From an optimization exercise on the open Yosys and OpenROAD flow, aimed at small area, a short achievable clock period and few clock cycles; shortcuts taken in it are not production practice. The RTL was checked by simulation tests, not by an equivalence proof against the original design. Power is estimated from default activity; no workload was simulated.

[config.mk]
export PLATFORM = sky130hd
export DESIGN_NAME = cpu8080
export DESIGN_NICKNAME = cpu8080
export VERILOG_FILES = /design/flow/design.v
export SDC_FILE = /design/flow/constraint.sdc
export NUM_CORES = 4
export LEC_CHECK = 0
export CAP_MARGIN = 20
export CORE_MARGIN = 2
export CORE_UTILIZATION = 40
export SLEW_MARGIN = 20
[constraint.sdc]
create_clock -name core_clock -period 7.0 [get_ports {clock}]
set_input_delay 1.4000 -clock core_clock [delete_from_list [all_inputs] [get_ports {clock}]]
set_output_delay 1.4000 -clock core_clock [all_outputs]
set_load 0.01 [all_outputs]
[design.v]
`timescale 1ns / 1ps
module alu(res, opra, oprb, cin, cout, zout, sout, parity, auxcar, sel);
   input  [7:0] opra;    
   input  [7:0] oprb;    
   input        cin;     
   output       cout;    
   output       zout;    
   output       sout;    
   output       parity;  
   output       auxcar;  
   input  [2:0] sel;     
   output [7:0] res;     
   reg       cout;    
   reg       zout;    
   reg       sout;    
   reg       parity;  
   reg       auxcar;  
   reg [7:0] resi;    
   reg [7:0] res;     
   always @(opra, oprb, cin, sel, res, resi) begin
      case (sel)
         3'b000: begin  
            { cout, resi } = opra+oprb;  
            auxcar = (((opra[3:0]+oprb[3:0]) >> 4) & 1'b1) ? 1'b1 : 1'b0 ;  
         end
         3'b001: begin  
            { cout, resi } = opra+oprb+cin;  
            auxcar = (((opra[3:0]+oprb[3:0]+cin) >> 4) & 1'b1) ? 1'b1 : 1'b0;  
         end
         3'b010, 3'b111: begin  
            { cout, resi } = opra-oprb;  
            auxcar = (((opra[3:0]-oprb[3:0]) >> 4) & 1'b1) ? 1'b1 : 1'b0;  
         end
         3'b011: begin  
            { cout, resi } = opra-oprb-cin;  
            auxcar = (((opra[3:0]-oprb[3:0]-cin >> 4)) & 1'b1) ? 1'b1 : 1'b0;  
         end
         3'b100: begin  
            { cout, resi } = {1'b0, opra&oprb};  
            auxcar = 1'b0;  
          end
         3'b101: begin  
            { cout, resi } = {1'b0, opra^oprb};  
            auxcar = 1'b0;  
         end
         3'b110:  begin  
            { cout, resi } = {1'b0, opra|oprb};  
            auxcar = 1'b0;  
         end
      endcase
      if (sel != 3'b111) res = resi; else res = opra;
      zout <= ~|resi;  
      sout <= resi[7];  
      parity <= ~^resi;  
   end
endmodule
`timescale 1ns / 1ps
module cpu8080(addr,      
               din,       
               dout,      
               readmem,   
               writemem,  
               readio,    
               writeio,   
               intr,      
               inta,      
               waitr,     
               reset,     
               clock);    
   output [15:0] addr;
   input  [7:0] din;
   output [7:0] dout;
   output readmem;
   output writemem;
   output readio;
   output writeio;
   input  intr;
   output inta;
   input  waitr;
   input  reset;
   input  clock;
   reg           readmem;
   reg           writemem;
   reg    [15:0] pc;
   reg    [15:0] addr;
   reg           readio;
   reg           writeio;
   reg           inta;
   reg    [15:0] sp;
   reg    [5:0]  state;        
   reg    [2:0]  regd;         
   reg    [7:0]  datao;        
   reg           dataeno;      
   reg    [15:0] waddrhold;    
   reg    [15:0] raddrhold;    
   reg    [7:0]  wdatahold;    
   reg    [7:0]  wdatahold2;   
   reg    [7:0]  rdatahold;    
   reg    [7:0]  rdatahold2;   
   reg    [1:0]  popdes;       
   reg    [5:0]  statesel;     
   reg    [5:0]  nextstate;    
   reg           eienb;        
   reg    [7:0]  opcode;       
   reg    [7:0]  regfil[0:7];
   reg           carry;  
   reg           auxcar;  
   reg           sign;  
   reg           zero;  
   reg           parity;  
   reg           ei;  
   reg           intcyc;  
   wire   [7:0]  alures;   
   reg    [7:0]  aluopra;  
   reg    [7:0]  aluoprb;  
   reg           alucin;   
   wire          alucout;  
   wire          alupar;   
   wire          aluaxc;   
   reg    [2:0]  alusel;   
   alu alu(alures, aluopra, aluoprb, alucin, alucout, aluzout, alusout, alupar,
           aluaxc, alusel);
   always @(posedge clock)
      if (reset) begin  
      state    <= 6'h01;  
      pc       <= 0;  
      dataeno  <= 0;  
      readmem  <= 0;  
      writemem <= 0;
      readio   <= 0;
      writeio  <= 0;
      inta     <= 0;
      intcyc   <= 0;
      ei       <= 1;  
      eienb    <= 0;
   end else case (state)
      6'h01: begin  
         if (intr&&ei) begin
            intcyc <= 1;  
            inta   <= 1;  
            ei     <= 0;  
         end else begin
            intcyc  <= 0;  
            readmem <= 1;  
         end
         addr <= pc;  
         if (eienb) ei <=1;  
         eienb <=0;  
         state <= 6'h02;  
      end
      6'h02: begin  
         state <= 6'h03;  
       end
      6'h03: begin  
         if (!waitr) 
            begin  
            opcode <= din;  
            readmem <= 0;  
            inta <= 0;  
            state <= 6'h04;  
         end
      end
      6'h04: begin  
         case (opcode[7:6])  
            2'b00: begin  
               case (opcode[5:0])  
                  6'b000000: begin  
                     state <= 6'h01;  
                     pc <= pc+16'h1;  
                  end
                  6'b110111: begin  
                     carry <= 1;  
                     state <= 6'h01;  
                     pc <= pc+16'h1;  
                  end
                  6'b111111: begin  
                     carry <= ~carry;  
                     state <= 6'h01;  
                     pc <= pc+16'h1;  
                  end
                  6'b101111: begin  
                     regfil[3'b111] <= ~regfil[3'b111];  
                     state <= 6'h01;  
                     pc <= pc+16'h1;  
                  end
                  6'b100111: begin  
                     if (regfil[3'b111][3:0] > 9 || auxcar)
                        { auxcar, regfil[3'b111] } <= regfil[3'b111]+8'h06;
                     state <= 6'h22;  
                     pc <= pc+16'h1;  
                  end
                  6'b000100, 6'b001100, 6'b010100, 6'b011100, 6'b100100, 
                  6'b101100, 6'b110100, 6'b111100, 6'b000101, 6'b001101, 
                  6'b010101, 6'b011101, 6'b100101, 6'b101101, 6'b110101, 
                  6'b111101: begin  
                     regd <= opcode[5:3];  
                     aluopra <= regfil[opcode[5:3]];  
                     aluoprb <= 1;  
                     if (opcode[0]) alusel <= 3'b010;  
                     else alusel <= 3'b000;  
                     if (opcode[5:3] == 3'b110) begin
                        raddrhold <= regfil[3'b100]<<8|regfil[3'b101];
                        statesel <= 60;  
                        state <= 6'h12;  
                     end else state <= 6'h07;  
                     pc <= pc+16'h1;  
                  end
                  6'b000010, 6'b010010: begin  
                     wdatahold <= regfil[3'b111];  
                     if (opcode[4])  
                        waddrhold <= regfil[3'b010]<<8|regfil[3'b011];
                     else  
                        waddrhold <= regfil[3'b000] << 8|regfil[3'b001];
                     statesel <= 1;  
                     state <= 6'h0e;
                     pc <= pc+16'h1;  
                  end
                  6'b001010, 6'b011010: begin  
                     regd <= 3'b111;  
                     if (opcode[4])  
                        raddrhold <= regfil[3'b010]<<8|regfil[3'b011];
                     else  
                        raddrhold <= regfil[3'b000]<<8|regfil[3'b001];
                     statesel <= 2;  
                     state <= 6'h12;
                     pc <= pc+16'h1;  
                  end
                  6'b000111: begin  
                     { carry, regfil[3'b111] } <= 
                        (regfil[3'b111] << 1)+regfil[3'b111][7];
                     state <= 6'h01;  
                     pc <= pc+16'h1;  
                  end
                  6'b010111: begin  
                     { carry, regfil[3'b111] } <= (regfil[3'b111] << 1)+carry;
                     state <= 6'h01;  
                     pc <= pc+16'h1;  
                  end
                  6'b001111: begin  
                     regfil[3'b111] <= 
                        (regfil[3'b111] >> 1)+(regfil[3'b111][0] << 7);
                     carry <= regfil[3'b111][0];
                     state <= 6'h01;  
                     pc <= pc+16'h1;  
                  end
                  6'b011111: begin  
                     regfil[3'b111] <= (regfil[3'b111] >> 1)+(carry << 7);
                     carry <= regfil[3'b111][0];
                     state <= 6'h01;  
                     pc <= pc+16'h1;  
                  end
                  6'b001001: begin  
                     { carry, regfil[3'b100], regfil[3'b101] } <= 
                        (regfil[3'b100] << 8)+regfil[3'b101]+
                        (regfil[3'b000] << 8)+regfil[3'b001];
                     state <= 6'h01;  
                     pc <= pc+16'h1;  
                  end
                  6'b011001: begin  
                     { carry, regfil[3'b100], regfil[3'b101] } <= 
                        (regfil[3'b100] << 8)+regfil[3'b101]+
                        (regfil[3'b010] << 8)+regfil[3'b011];
                     state <= 6'h01;  
                     pc <= pc+16'h1;  
                  end
                  6'b101001: begin  
                     { carry, regfil[3'b100], regfil[3'b101] } <= 
                        (regfil[3'b100] << 8)+regfil[3'b101]+
                        (regfil[3'b100] << 8)+regfil[3'b101];
                     state <= 6'h01;  
                     pc <= pc+16'h1;  
                  end
                  6'b111001: begin  
                     { carry, regfil[3'b100], regfil[3'b101] } <= 
                        (regfil[3'b100] << 8)+regfil[3'b101]+sp;
                     state <= 6'h01;  
                     pc <= pc+16'h1;  
                  end
                  6'b000011: begin  
                     regfil[3'b000] <= 
                        (((regfil[3'b000] << 8)+regfil[3'b001])+16'h1)>>8;
                     regfil[3'b001] <= 
                        ((regfil[3'b000] << 8)+regfil[3'b001])+16'h1;
                     state <= 6'h01;  
                     pc <= pc+16'h1;  
                  end
                  6'b010011: begin  
                     regfil[3'b010] <= 
                        (((regfil[3'b010] << 8)+regfil[3'b011])+16'h1)>>8;
                     regfil[3'b011] <= 
                        ((regfil[3'b010] << 8)+regfil[3'b011])+16'h1;
                     state <= 6'h01;  
                     pc <= pc+16'h1;  
                  end
                  6'b100011: begin  
                     regfil[3'b100] <= 
                        (((regfil[3'b100] << 8)+regfil[3'b101])+16'h1)>>8;
                     regfil[3'b101] <= 
                        ((regfil[3'b100] << 8)+regfil[3'b101])+16'h1;
                     state <= 6'h01;  
                     pc <= pc+16'h1;  
                  end
                  6'b110011: begin  
                     sp <= sp + 16'b1;
                     state <= 6'h01;  
                     pc <= pc+16'h1;  
                  end
                  6'b001011: begin  
                     regfil[3'b000] <= 
                        (((regfil[3'b000] << 8)+regfil[3'b001])-16'h1)>>8;
                     regfil[3'b001] <= 
                        ((regfil[3'b000] << 8)+regfil[3'b001])-16'h1;
                     state <= 6'h01;  
                     pc <= pc+16'h1;  
                  end
                  6'b011011: begin  
                     regfil[3'b010] <= 
                        (((regfil[3'b010] << 8)+regfil[3'b011])-16'h1)>>8;
                     regfil[3'b011] <= 
                        ((regfil[3'b010] << 8)+regfil[3'b011])-16'h1;
                     state <= 6'h01;  
                     pc <= pc+16'h1;  
                  end
                  6'b101011: begin  
                     regfil[3'b100] <= 
                        (((regfil[3'b100] << 8)+regfil[3'b101])-16'h1)>>8;
                     regfil[3'b101] <= 
                        ((regfil[3'b100] << 8)+regfil[3'b101])-16'h1;
                     state <= 6'h01;  
                     pc <= pc+1'h1;  
                  end
                  6'b111011: begin  
                     sp <= sp-16'b1;
                     state <= 6'h01;  
                     pc <= pc+16'h1;  
                  end
                  6'b000001: begin  
                     raddrhold <= pc+16'h1;  
                     statesel <= 4;  
                     state <= 6'h12;
                     pc <= pc+16'h3;  
                  end
                  6'b010001: begin  
                     raddrhold <= pc+16'h1;  
                     statesel <= 6;  
                     state <= 6'h12;
                     pc <= pc+16'h3;  
                  end
                  6'b100001: begin  
                     raddrhold <= pc+16'h1;  
                     statesel <= 8;  
                     state <= 6'h12;
                     pc <= pc+16'h3;  
                  end
                  6'b110001: begin  
                     raddrhold <= pc+16'h1;  
                     statesel <= 10;  
                     state <= 6'h12;
                     pc <= pc+16'h3;  
                  end
                  6'b000110, 6'b001110, 6'b010110, 6'b011110, 6'b100110, 
                  6'b101110, 6'b110110, 6'b111110: begin  
                     regd <= opcode[5:3];  
                     raddrhold <= pc+16'h1;  
                     if (opcode[5:3] == 3'b110) begin  
                        regd <= opcode[5:3];  
                        waddrhold <= { regfil[3'b100], regfil[3'b101] };
                        statesel <= 12;  
                     end else 
                        statesel <= 15;  
                     state <= 6'h12;
                     pc <= pc+16'h2;  
                  end
                  6'b110010: begin  
                     wdatahold <= regfil[3'b111];  
                     raddrhold <= pc+16'h1;  
                     statesel <= 17;  
                     state <= 6'h12;
                     pc <= pc + 16'h3;  
                  end
                  6'b111010: begin  
                     raddrhold <= pc+16'h1;  
                     regd <= 3'b111;  
                     statesel <= 21;  
                     state <= 6'h12;
                     pc <= pc+16'h3;  
                  end
                  6'b100010: begin  
                     wdatahold <= regfil[3'b101];  
                     wdatahold2 <= regfil[3'b100];
                     raddrhold <= pc+16'h1;  
                     statesel <= 26;  
                     state <= 6'h12;
                     pc <= pc+16'h3;  
                  end
                  6'b101010: begin  
                     raddrhold <= pc+16'h1;  
                     statesel <= 31;  
                     state <= 6'h12;
                     pc <= pc+16'h3;  
                  end
                  6'b001000, 6'b010000, 6'b011000, 6'b100000, 6'b101000, 
                  6'b110000, 6'b110000: begin 
                     state <= 6'h01;  
                     pc <= pc+16'h1;  
                  end
               endcase
            end
            2'b01: begin  
               if (opcode == 8'b01110110) state <= 6'h05;
               else begin
                  if (opcode[2:0] == 3'b110) begin
                     raddrhold <= regfil[3'b100]<<8|regfil[3'b101];
                     regd <= opcode[5:3];  
                     statesel <= 2;  
                     state <= 6'h12;
                  end else if (opcode[5:3] == 3'b110) begin
                     waddrhold <= regfil[3'b100]<<8|regfil[3'b101];
                     wdatahold <= regfil[opcode[2:0]];  
                     statesel <= 1;  
                     state <= 6'h0e;
                  end else begin
                     regfil[opcode[5:3]] <= regfil[opcode[2:0]];
                     state <= 6'h01;  
                  end
               end
               pc <= pc+16'h1;  
            end
            2'b10: begin  
               aluopra <= regfil[3'b111];  
               aluoprb <= regfil[opcode[2:0]];  
               alusel <= opcode[5:3];  
               alucin <= carry;  
               if (opcode[2:0] == 3'b110) begin
                  raddrhold <= regfil[3'b100]<<8|regfil[3'b101];
                  statesel <= 58;  
                  state <= 6'h12;  
               end else
                  state <= 6'h06;  
               pc <= pc+16'h1;  
            end
            2'b11: begin  
               case (opcode[5:0])  
                  6'b000101, 6'b010101, 6'b100101, 6'b110101: begin  
                     waddrhold <= sp-16'h2;  
                     sp <= sp-16'h2;  
                     case (opcode[5:4])  
                        2'b00: { wdatahold2, wdatahold } <= 
                                  { regfil[3'b000], regfil[3'b001] };
                        2'b01: { wdatahold2, wdatahold } <= 
                                  { regfil[3'b010], regfil[3'b011] };
                        2'b10: { wdatahold2, wdatahold } <= 
                                  { regfil[3'b100], regfil[3'b101] };
                        2'b11: { wdatahold2, wdatahold } <= 
                                  { regfil[3'b111], sign, zero, 1'b0, auxcar, 
                                    1'b0, parity, 1'b1, carry };
                     endcase
                     statesel <= 37;  
                     state <= 6'h0e;
                     pc <= pc+16'h1;  
                  end
                  6'b000001, 6'b010001, 6'b100001, 6'b110001: begin  
                     popdes <= opcode[5:4];  
                     raddrhold <= sp;  
                     sp <= sp+16'h2;  
                     statesel <= 39;  
                     state <= 6'h12;
                     pc <= pc+16'h1;  
                  end
                  6'b101011: begin  
                     regfil[3'b010] <= regfil[3'b100];
                     regfil[3'b011] <= regfil[3'b101];
                     regfil[3'b100] <= regfil[3'b010];
                     regfil[3'b101] <= regfil[3'b011];
                     state <= 6'h01;  
                     pc <= pc+16'h1;  
                  end
                  6'b100011: begin  
                     raddrhold <= sp;  
                     waddrhold <= sp;  
                     wdatahold <= regfil[3'b101];  
                     wdatahold2 <= regfil[3'b100];
                     statesel <= 41;  
                     state <= 6'h12;
                     pc <= pc+16'h1;  
                  end
                  6'b111001: begin  
                     sp <= { regfil[3'b100], regfil[3'b101] };
                     state <= 6'h01;  
                     pc <= pc+16'h1;  
                  end
                  6'b000110, 6'b001110, 6'b010110, 6'b011110, 6'b100110, 
                  6'b101110, 6'b110110, 
                  6'b111110: begin  
                     aluopra <= regfil[3'b111];  
                     alusel <= opcode[5:3];  
                     alucin <= carry;  
                     raddrhold <= pc+16'h1;  
                     statesel <= 45;  
                     state <= 6'h12;
                     pc <= pc+16'h2;  
                  end
                  6'b101001: begin  
                     state <= 6'h01;  
                     pc <= { regfil[3'b100], regfil[3'b101] };
                  end
                  6'b000011: begin  
                     raddrhold <= pc+16'h1;  
                     statesel <= 46;  
                     state <= 6'h12;
                  end
                  6'b000010, 6'b001010, 6'b010010, 6'b011010, 6'b100010, 
                  6'b101010, 6'b110010, 6'b111010: begin  
                     raddrhold <= pc+16'h1;  
                     statesel <= 46;  
                     case (opcode[5:3])  
                        3'b000: if (zero) state <= 6'h01;
                                else state <= 6'h12;
                        3'b001: if (!zero) state <= 6'h01;
                                else state <= 6'h12;
                        3'b010: if (carry) state <= 6'h01;
                                else state <= 6'h12;
                        3'b011: if (!carry) state <= 6'h01;
                                else state <= 6'h12;
                        3'b100: if (parity) state <= 6'h01;
                                else state <= 6'h12;
                        3'b101: if (!parity) state <= 6'h01;
                                else state <= 6'h12;
                        3'b110: if (sign) state <= 6'h01;
                                else state <= 6'h12;
                        3'b111: if (!sign) state <= 6'h01;
                                else state <= 6'h12;
                     endcase
                     pc <= pc+16'h3;  
                  end
                  6'b001101: begin  
                     raddrhold <= pc+16'h1;  
                     waddrhold <= sp-16'h2;  
                     if (intcyc) { wdatahold2, wdatahold } <= pc;
                     else { wdatahold2, wdatahold } <= pc+16'h3;
                     statesel <= 48;  
                     state <= 6'h12;
                  end
                  6'b000100, 6'b001100, 6'b010100, 6'b011100, 6'b100100, 
                  6'b101100, 6'b110100, 6'b111100: begin  
                     raddrhold <= pc+16'h1;  
                     waddrhold <= sp-16'h2;  
                     { wdatahold2, wdatahold } <= pc + 16'h3;
                     statesel <= 48;  
                     case (opcode[5:3])  
                        3'b000: if (zero) state <= 6'h01; 
                                else state <= 6'h12;
                        3'b001: if (!zero) state <= 6'h01;
                                else state <= 6'h12;
                        3'b010: if (carry) state <= 6'h01;
                                else state <= 6'h12;
                        3'b011: if (!carry) state <= 6'h01;
                                else state <= 6'h12;
                        3'b100: if (parity) state <= 6'h01;
                                else state <= 6'h12;
                        3'b101: if (!parity) state <= 6'h01;
                                else state <= 6'h12;
                        3'b110: if (sign) state <= 6'h01;
                                else state <= 6'h12;
                        3'b111: if (!sign) state <= 6'h01;
                                else state <= 6'h12;
                     endcase
                     pc <= pc+16'h3;  
                  end
                  6'b001001: begin  
                     raddrhold <= sp;  
                     statesel <= 56;  
                     state <= 6'h12;
                  end
                  6'b000000, 6'b001000, 6'b010000, 6'b011000, 6'b100000, 
                  6'b101000, 6'b110000, 6'b111000: begin  
                     raddrhold <= sp;  
                     statesel <= 56;  
                     case (opcode[5:3])  
                        3'b000: if (zero) state <= 6'h01; 
                                else state <= 6'h12;
                        3'b001: if (!zero) state <= 6'h01;
                                else state <= 6'h12;
                        3'b010: if (carry) state <= 6'h01;
                                else state <= 6'h12;
                        3'b011: if (!carry) state <= 6'h01;
                                else state <= 6'h12;
                        3'b100: if (parity) state <= 6'h01;
                                else state <= 6'h12;
                        3'b101: if (!parity) state <= 6'h01;
                                else state <= 6'h12;
                        3'b110: if (sign) state <= 6'h01;
                                else state <= 6'h12;
                        3'b111: if (!sign) state <= 6'h01;
                                else state <= 6'h12;
                     endcase
                     pc <= pc+16'h1;  
                  end
                  6'b000111, 6'b001111, 6'b010111, 6'b011111, 6'b100111, 
                  6'b101111, 6'b110111, 6'b111111: begin  
                     pc <= opcode & 8'b00111000;  
                     waddrhold <= sp-16'h2;  
                     if (intcyc) { wdatahold2, wdatahold } <= pc;
                     else { wdatahold2, wdatahold } <= pc+16'h1;  
                     sp <= sp-16'h2;  
                     statesel <= 37;  
                     state <= 6'h0e;  
                  end
                  6'b111011: begin  
                     eienb <= 1'b1;  
                     state <= 6'h01;  
                     pc <= pc+16'h1;  
                  end
                  6'b110011: begin  
                     ei <= 1'b0;
                     state <= 6'h01;  
                     pc <= pc+16'h1;  
                  end
                  6'b011011: begin  
                     raddrhold <= pc+1;  
                     statesel <= 52;  
                     state <= 6'h12;
                     pc <= pc+16'h2;  
                  end
                  6'b010011: begin  
                     raddrhold <= pc+1;  
                     statesel <= 53;  
                     state <= 6'h12;
                     pc <= pc+16'h2;  
                  end
                  6'b001011, 6'b011001, 6'b011101, 6'b101101, 
                  6'b111101: begin
                     state <= 6'h01;  
                     pc <= pc+16'h1;  
                  end
               endcase
            end
         endcase
      end
      6'h0e: begin
         addr <= waddrhold;  
         waddrhold <= waddrhold + 1'b1;  
         datao <= wdatahold;  
         wdatahold <= wdatahold2;  
         dataeno <= 1;  
         state <= 6'h0f;  
      end
      6'h0f: begin  
         writemem <= 1;  
         state <= 6'h10;  
      end
      6'h10: begin  
         if (!waitr) 
            begin  
            writemem <= 0;  
            state <= 6'h11;  
         end
      end
      6'h11: begin  
         dataeno <= 0;  
         state <= nextstate;  
         statesel <= statesel+6'b1;  
      end
      6'h12: begin
         addr <= raddrhold;  
         raddrhold <= raddrhold + 16'h1;  
         if (intcyc) inta <= 1;  
         else readmem <= 1;  
         state <= 6'h13;  
      end
      6'h13: begin  
         state <= 6'h14;  
      end
      6'h14: begin  
         if (!waitr) 
            begin  
            rdatahold2 <= rdatahold;  
            rdatahold <= din;  
            readmem <= 0;  
            inta <= 0;  
            state <= nextstate;  
            statesel <= statesel+6'b1;  
         end
      end
      6'h15: begin  
         case (popdes)  
            2'b00: { regfil[3'b000], regfil[3'b001] } <= 
                      { rdatahold, rdatahold2 };
            2'b01: { regfil[3'b010], regfil[3'b011] } <= 
                      { rdatahold, rdatahold2 };
            2'b10: { regfil[3'b100], regfil[3'b101] } <= 
                      { rdatahold, rdatahold2 };
            2'b11: begin
               regfil[3'b111] <= rdatahold;
               sign   <= ((rdatahold2 >> 7)& 1'b1) ? 1'b1:1'b0;
               zero   <= ((rdatahold2 >> 6)& 1'b1) ? 1'b1:1'b0;
               auxcar <= ((rdatahold2 >> 4)& 1'b1) ? 1'b1:1'b0;
               parity <= ((rdatahold2 >> 2)& 1'b1) ? 1'b1:1'b0;
               carry  <= ((rdatahold2 >> 0)& 1'b1) ? 1'b1:1'b0;
            end
         endcase
         state <= 6'h01;  
      end
      6'h0d: begin  
         state <= 6'h01;  
         pc <= { rdatahold, rdatahold2 };
      end
      6'h23: begin  
         sp <= sp-16'h2;  
         state <= 6'h01;  
         pc <= { rdatahold, rdatahold2 };
      end
      6'h24: begin  
         sp <= sp+16'h2;  
         state <= 6'h01;  
         pc <= { rdatahold, rdatahold2 };
      end
      6'h16: begin  
         addr <= rdatahold;  
         readio <= 1;  
         state <= 6'h17;  
      end
      6'h17: begin  
         state <= 6'h18;  
      end
      6'h18: begin  
         if (!waitr) 
            begin  
            regfil[3'b111] <= din;  
            readio <= 0;  
            state <= 6'h01;  
         end
      end
      6'h19: begin  
         addr <= rdatahold;  
         datao <= regfil[3'b111];  
         dataeno <= 1;  
         state <= 6'h1a;  
      end
      6'h1a: begin  
         writeio <= 1;  
         state <= 6'h1b;  
      end
      6'h1b: begin  
         if (!waitr) 
            begin  
            writeio <= 0;  
            state <= 6'h1c;  
         end
      end
      6'h1c: begin  
         dataeno <= 0;  
         state <= 6'h01;  
      end
      6'h05: begin  
         if (intr&&ei) state <= 6'h01;  
         else state <= 6'h05;
      end
      6'h1d: begin  
         regfil[regd] <= rdatahold;  
         state <= nextstate;  
         statesel <= statesel+6'b1;  
      end
      6'h25: begin  
         aluopra <= rdatahold;  
         state <= nextstate;  
         statesel <= statesel+6'b1;  
      end
      6'h26: begin  
         aluoprb <= rdatahold;  
         state <= nextstate;  
         statesel <= statesel+6'b1;  
      end
      6'h06: begin  
         regfil[3'b111] <= alures;  
         carry <= alucout;  
         sign <= alusout;  
         zero <= aluzout;  
         parity <= alupar;  
         auxcar <= aluaxc;  
         state <= 6'h01;  
      end
      6'h07: begin  
         regfil[regd] <= alures;  
         sign <= alures[7];  
         zero <= aluzout;  
         parity <= alupar;  
         auxcar <= aluaxc;  
         state <= 6'h01;  
      end
      6'h27: begin  
         waddrhold <= regfil[3'b100]<<8|regfil[3'b101];  
         wdatahold <= alures;  
         sign <= alures[7];  
         zero <= aluzout;  
         parity <= alupar;  
         auxcar <= aluaxc;  
         state <= nextstate;  
         statesel <= statesel+6'b1;  
      end
      6'h08: begin  
         regfil[3'b000] <= rdatahold;  
         regfil[3'b001] <= rdatahold2;  
         state <= 6'h01;  
      end
      6'h09: begin  
         regfil[3'b010] <= rdatahold;  
         regfil[3'b011] <= rdatahold2;  
         state <= 6'h01;  
      end
      6'h0a: begin  
         regfil[3'b100] <= rdatahold;  
         regfil[3'b101] <= rdatahold2;  
         state <= 6'h01;  
      end
      6'h0b: begin  
         sp <= { rdatahold, rdatahold2 };  
         state <= 6'h01;  
      end
      6'h1e: begin  
         wdatahold <= rdatahold;  
         state <= nextstate;  
         statesel <= statesel+6'b1;  
      end
      6'h1f: begin  
         waddrhold <= { rdatahold, rdatahold2 };
         state <= nextstate;  
         statesel <= statesel+6'b1;  
      end
      6'h20: begin  
         raddrhold <= { rdatahold, rdatahold2 };
         state <= nextstate;  
         statesel <= statesel+6'b1;  
      end
      6'h0c: begin  
         regfil[3'b101] <= rdatahold2;  
         regfil[3'b100] <= rdatahold;  
         state <= nextstate;  
         statesel <= statesel+6'b1;  
      end
      6'h21: begin
         aluoprb <= rdatahold;  
         state <= 6'h06;  
      end
      6'h22: begin
         if (regfil[3'b111][7:4] > 9 || carry)
            { carry, regfil[3'b111] } <= regfil[3'b111]+8'h60;
         state <= 6'h01;  
      end
      default: state <= 5'bx;
   endcase
   assign dout = datao;
   always @(statesel) case (statesel)
       1: nextstate = 6'h01;  
       2: nextstate = 6'h1d;  
       3: nextstate = 6'h01;  
       4: nextstate = 6'h12;  
       5: nextstate = 6'h08;  
       6: nextstate = 6'h12;  
       7: nextstate = 6'h09;  
       8: nextstate = 6'h12;  
       9: nextstate = 6'h0a;  
      10: nextstate = 6'h12;  
      11: nextstate = 6'h0b;  
      12: nextstate = 6'h1e;  
      13: nextstate = 6'h0e;  
      14: nextstate = 6'h01;  
      15: nextstate = 6'h1d;  
      16: nextstate = 6'h01;  
      17: nextstate = 6'h12;  
      18: nextstate = 6'h1f;  
      19: nextstate = 6'h0e;  
      20: nextstate = 6'h01;  
      21: nextstate = 6'h12;  
      22: nextstate = 6'h20;  
      23: nextstate = 6'h12;  
      24: nextstate = 6'h1d;  
      25: nextstate = 6'h01;  
      26: nextstate = 6'h12;  
      27: nextstate = 6'h1f;  
      28: nextstate = 6'h0e;  
      29: nextstate = 6'h0e;  
      30: nextstate = 6'h01;  
      31: nextstate = 6'h12;  
      32: nextstate = 6'h20;  
      33: nextstate = 6'h12;  
      34: nextstate = 6'h12;  
      35: nextstate = 6'h0c;  
      36: nextstate = 6'h01;  
      37: nextstate = 6'h0e;  
      38: nextstate = 6'h01;  
      39: nextstate = 6'h12;  
      40: nextstate = 6'h15;  
      41: nextstate = 6'h12;  
      42: nextstate = 6'h0e;  
      43: nextstate = 6'h0e;  
      44: nextstate = 6'h0a;  
      45: nextstate = 6'h21;  
      46: nextstate = 6'h12;  
      47: nextstate = 6'h0d;  
      48: nextstate = 6'h12;  
      49: nextstate = 6'h0e;  
      50: nextstate = 6'h0e;  
      51: nextstate = 6'h23;  
      52: nextstate = 6'h16;  
      53: nextstate = 6'h19;  
      54: nextstate = 6'h0e;  
      55: nextstate = 6'h0d;  
      56: nextstate = 6'h12;  
      57: nextstate = 6'h24;  
      58: nextstate = 6'h26;  
      59: nextstate = 6'h06;  
      60: nextstate = 6'h25;  
      61: nextstate = 6'h27;  
      62: nextstate = 6'h0e;  
      63: nextstate = 6'h01;  
      default nextstate = 6'bx;  
   endcase
endmodule
[run.sh]
#!/bin/bash
# synth_recipe.tcl (not shown) runs the flow's synth.tcl, then flattens the netlist and writes it again
# the make line also repeats each setting of config.mk as NAME=value (left out here)
make -C /OpenROAD-flow-scripts/flow DESIGN_CONFIG=/design/flow/config.mk WORK_HOME=/design/flow/orfs CLKGATE_MAP_FILE= SYNTH_SCRIPT=/design/flow/synth_recipe.tcl finish
==> results_dict.tcl <==
set metrics [dict create \
    setup_viol 0 \
    worst_slew_pin_slew_ns 1.260 \
    antenna_found_initial 7 \
    ctsResizeCount 0 \
    netlist_area_um2 29340 \
    synthesis.nets 3857 \
    clkPwrFrac_pct 44.9 \
    fin_skew_ns 0.01325 \
    clk_pin_slew_worst_paths_ns 0.07 \
    outcome "finished clean" \
    multi_input_area_um2 20460 \
    seqCellArea_um2 7207 \
    grt-ovfl-total 0 \
    final_max_slew_viol_count 0 \
    fin_nets 3709 \
    leakage_uw 0.01113 \
    hold_path.startpoint "inta" \
    initialDrtViolationCount 5704 \
    cts_num_sinks 254 \
    first_pass_iters 10 \
    avgSynthCellArea_um2 7.893 \
    period_needed_ns 5.123 \
    core.rowCount 99 \
    die_y_um 274.8 \
    grt_pass1_vias 29380 \
    tritoncts "done" \
    clock-root-buffer "clkbuf_16" \
    hold_slack_ns 0.4694 \
    rsz0062_at_grt "false" \
    avgRoutedWirePerCell_um 32.33 \
    hold_violations 0 \
    syn2layout_area_growth_pct 8.240 \
    gp_congestion 1.112 \
    synth_cell_types 99 \
    drc 0 \
    syn_inst 3717 \
    cellPowerDensity_nw_per_um2 132.2 \
    period_share_pct 73.18 \
    fin_tns_setup_ns 0 \
    max-slew-margin-rel_pct 15.97 \
    whs_path_depth 1 \
    crit_path_end_kind "flip-flop" \
    io_buffers 40 \
    ys_seq_area_share_pct 24.57 \
    p_comb_share_pct 14.3 \
    clk_path_buf_depth 3 \
    p_sw_uw 1264 \
    p_int_uw 2934 \
    dp_hpwl_mm 105.5 \
    grt_pass1_wl_mm 210.8 \
    hold_buffers 0 \
    numCtsBuffers 36 \
    ant_nets 0 \
    crit_arrival_ns 5.65 \
    fmax_mhz 195.2 \
    synthArstFlopShare_pct 0 \
    layout-drive-gt1-share_pct 9.452 \
    ys_ff_latch 254 \
    holdCritPathClass "flip-flop to flip-flop" \
    min_to "inta" \
    cp_cell_sequence "inv_1, ha_1, buf_4, or2_2, nor3_1, a311oi_1, o21ai_0, or3_1, inv_8, mux2i_1, inv_1, ha_1, nor2_1, o21ai_0, a32oi_1, o211a_1" \
    num_vias 32570 \
    die_area_um2 75520 \
    htree_levels 2 \
    vias_per_cell 7.141 \
    die_w_um 274.8 \
    fillers 7399 \
    crit_type "flip-flop to flip-flop" \
    cp-start-kind "flip-flop" \
    dominantRegCellSynth "edfxtp_1" \
    reg2reg_from "opcode[7]" \
    p_seq_share_pct 40.8 \
    wl_mm 147.4 \
    start_util_pct 40.28 \
    regToRegSetupSlack_ns 1.88 \
    critPathMaxFanout 22 \
    coreArea_um2 72830 \
    grt_max_degree 60 \
    required_ns 7.52 \
    maxCapViolCount 0 \
    crit_slowest_cell "mux2i_1" \
    critical_path.max_stage_delay_ns 0.70 \
    cts_setup_buffers 0 \
    swShare_pct 30.10 \
    synth_edf_count 212 \
    clock_latency_ns 0.58 \
    ys_warn_count 4 \
    total_power_uw 4198 \
    rr_worst_depth 16 \
    ir_worst_vdd_mv 0.1487 \
    io_pins 41 \
    track_usage_pct 37.98 \
    reg2reg_to "nextstate[4]" \
]
## area by class of cell
cell class,instances,area share (%)
clock inverter,19,0.6423
clock buffer,47,2.967
timing repair buffer,159,4.058
tap,959,3.779
antenna,5,0.03940
inverter,115,1.383
sequential,254,22.70
multi-input combinational,3003,64.44
## critical path, delay by kind of cell, from the launching register on
| family | cells | cell delay, ns |
|---|---|---|
| muxes | 1 | 0.70 |
| AOI/OAI and AO/OA | 5 | 1.01 |
| DFF | 1 | 0.51 |
| adders and majority gates | 2 | 0.46 |
| and+or+nand+nor | 4 | 1.40 |
| buffers and inverters | 4 | 0.96 |
## metal layers
metal	GRT usage (%)	vias up	wire length, um
met5	0	-	129
met1	48.91	15430	55050
met2	54.58	2641	60010
li1	-	13900	-
met3	12.95	592	21230
met4	23.20	11	11020
## cells by family (layout without fill, tap and decap cells)
family	count (synthesis)	count (layout)	synth area share, %
compound gates	1253	1253	29.39
simple gates	1248	1248	20.23
buf+inv	460	340	6.150
flops	254	254	24.57
xor+xnor	211	211	6.299
mux	163	163	7.754
fa+ha+maj	128	128	5.613
other cells	0	5	0
## sequential cells by signal, indices dropped and copies added, names as in the netlist, 2 cells and up, named ones only
| register | count |
|---|---|
| addr | 16 |
| aluopra | 8 |
| aluoprb | 8 |
| alusel | 3 |
| datao | 8 |
| nextstate | 6 |
| opcode | 8 |
| pc | 16 |
| popdes | 2 |
| raddrhold | 16 |
| rdatahold | 8 |
| rdatahold2 | 8 |
| regd | 3 |
| regfil | 64 |
| sp | 16 |
| state | 6 |
| statesel | 6 |
| waddrhold | 16 |
| wdatahold | 8 |
| wdatahold2 | 8 |
## metrics by stage
stage	cells	cell area (um2)	util [%]	worst slack [ns]
after floorplan	3717	29340	-	2.203
after CTS	4556	31730	43.57	1.978
after global placement	4490	30580	41.98	1.915
after global routing	4556	31740	43.58	1.493
final	4561	31750	43.60	1.877
after detailed placement	4490	30590	42.00	1.933
## cells in the mapped netlist (40+ instances only)
cell type    n  area [um2]
nand2b_1    40       250.2
mux2i_1     76       760.7
mux4_2      47        1059
o211ai_1    46       345.3
nand3_1    100       500.5
nor2b_1     40       250.2
ha_1       122        1526
dfxtp_1     42       840.8
edfxtp_1   212        6366
a221o_1     40       400.4
a221oi_1   120        1051
nand2_1    371        1393
a211oi_1    79       593.1
a21oi_1    248        1241
xnor2_1    127        1112
inv_1      110       412.9
xor2_1      84       735.7
clkbuf_1   275        1032
nor2_1     344        1291
o21ai_0    271        1356
nor3_1     108       540.5
## placed cells by master, fill, tap and decap left out, drive strengths merged, types with 39 or more instances in the layout
master         instances
a211oi                80
a21oi                248
a221o                 40
a221oi               120
buf                  120
clkbuf                47
clkdlybuf4s50         39
dfxtp                 42
edfxtp               212
ha                   122
inv                  114
mux2i                 78
mux4                  47
nand2                372
nand2b                40
nand3                100
nor2                 344
nor2b                 40
nor3                 111
o211ai                46
o21ai                294
xnor2                127
xor2                  84
## power groups by stage
stage | Clock (uW) | Combinational (uW) | Sequential (uW)
final | 1880 | 601 | 1710
after global routing | 1940 | 620 | 1720
after CTS | 1880 | 570 | 1710
after detailed placement | 0 | 568 | 1740
after global placement | 0 | 570 | 1740
after floorplan | 0 | 362 | 1720
## worst max path at each step
stage                          from            to  slack, ns  cells past startpoint
after floorplan           opcode[4]        sp[14]       2.20                     15
after global placement        waitr  nextstate[4]       1.91                     13
after detailed placement      waitr  nextstate[4]       1.93                     12
after CTS                  state[2]  nextstate[4]       1.98                     14
after global routing       state[2]  nextstate[4]       1.49                     15
final                     opcode[7]  nextstate[4]       1.88                     16

afterwards: timing with drivers on the ports:
No port has a modelled driver above. Below, the same layout with a new extraction and two added sets of constraints.
Step 1 sets driving cells, clkbuf_16 on the clock port and buf_2 on the other inputs (assumed; they add their load-dependent delay and slew).
Step 2 also shifts input and output timing later by t, the mid clock arrival at the registers, as if the neighbouring blocks saw the same clock.
Slacks: no drivers / after step 1 / after step 2; pairs: no drivers / after step 1.
t, ns: 0.643
setup WS [ns]: 1.877 / 1.877 / 1.764
worst register clock-pin slew, ns: 0.07 / 0.07
worst slew at a driven data input, ns: 0.07
cell pins on the clock port's net: 1
After both steps this run still meets setup and hold. For this run, drivers alone change the setup slack by 0.000 ns; drivers and shift together by -0.113 ns.
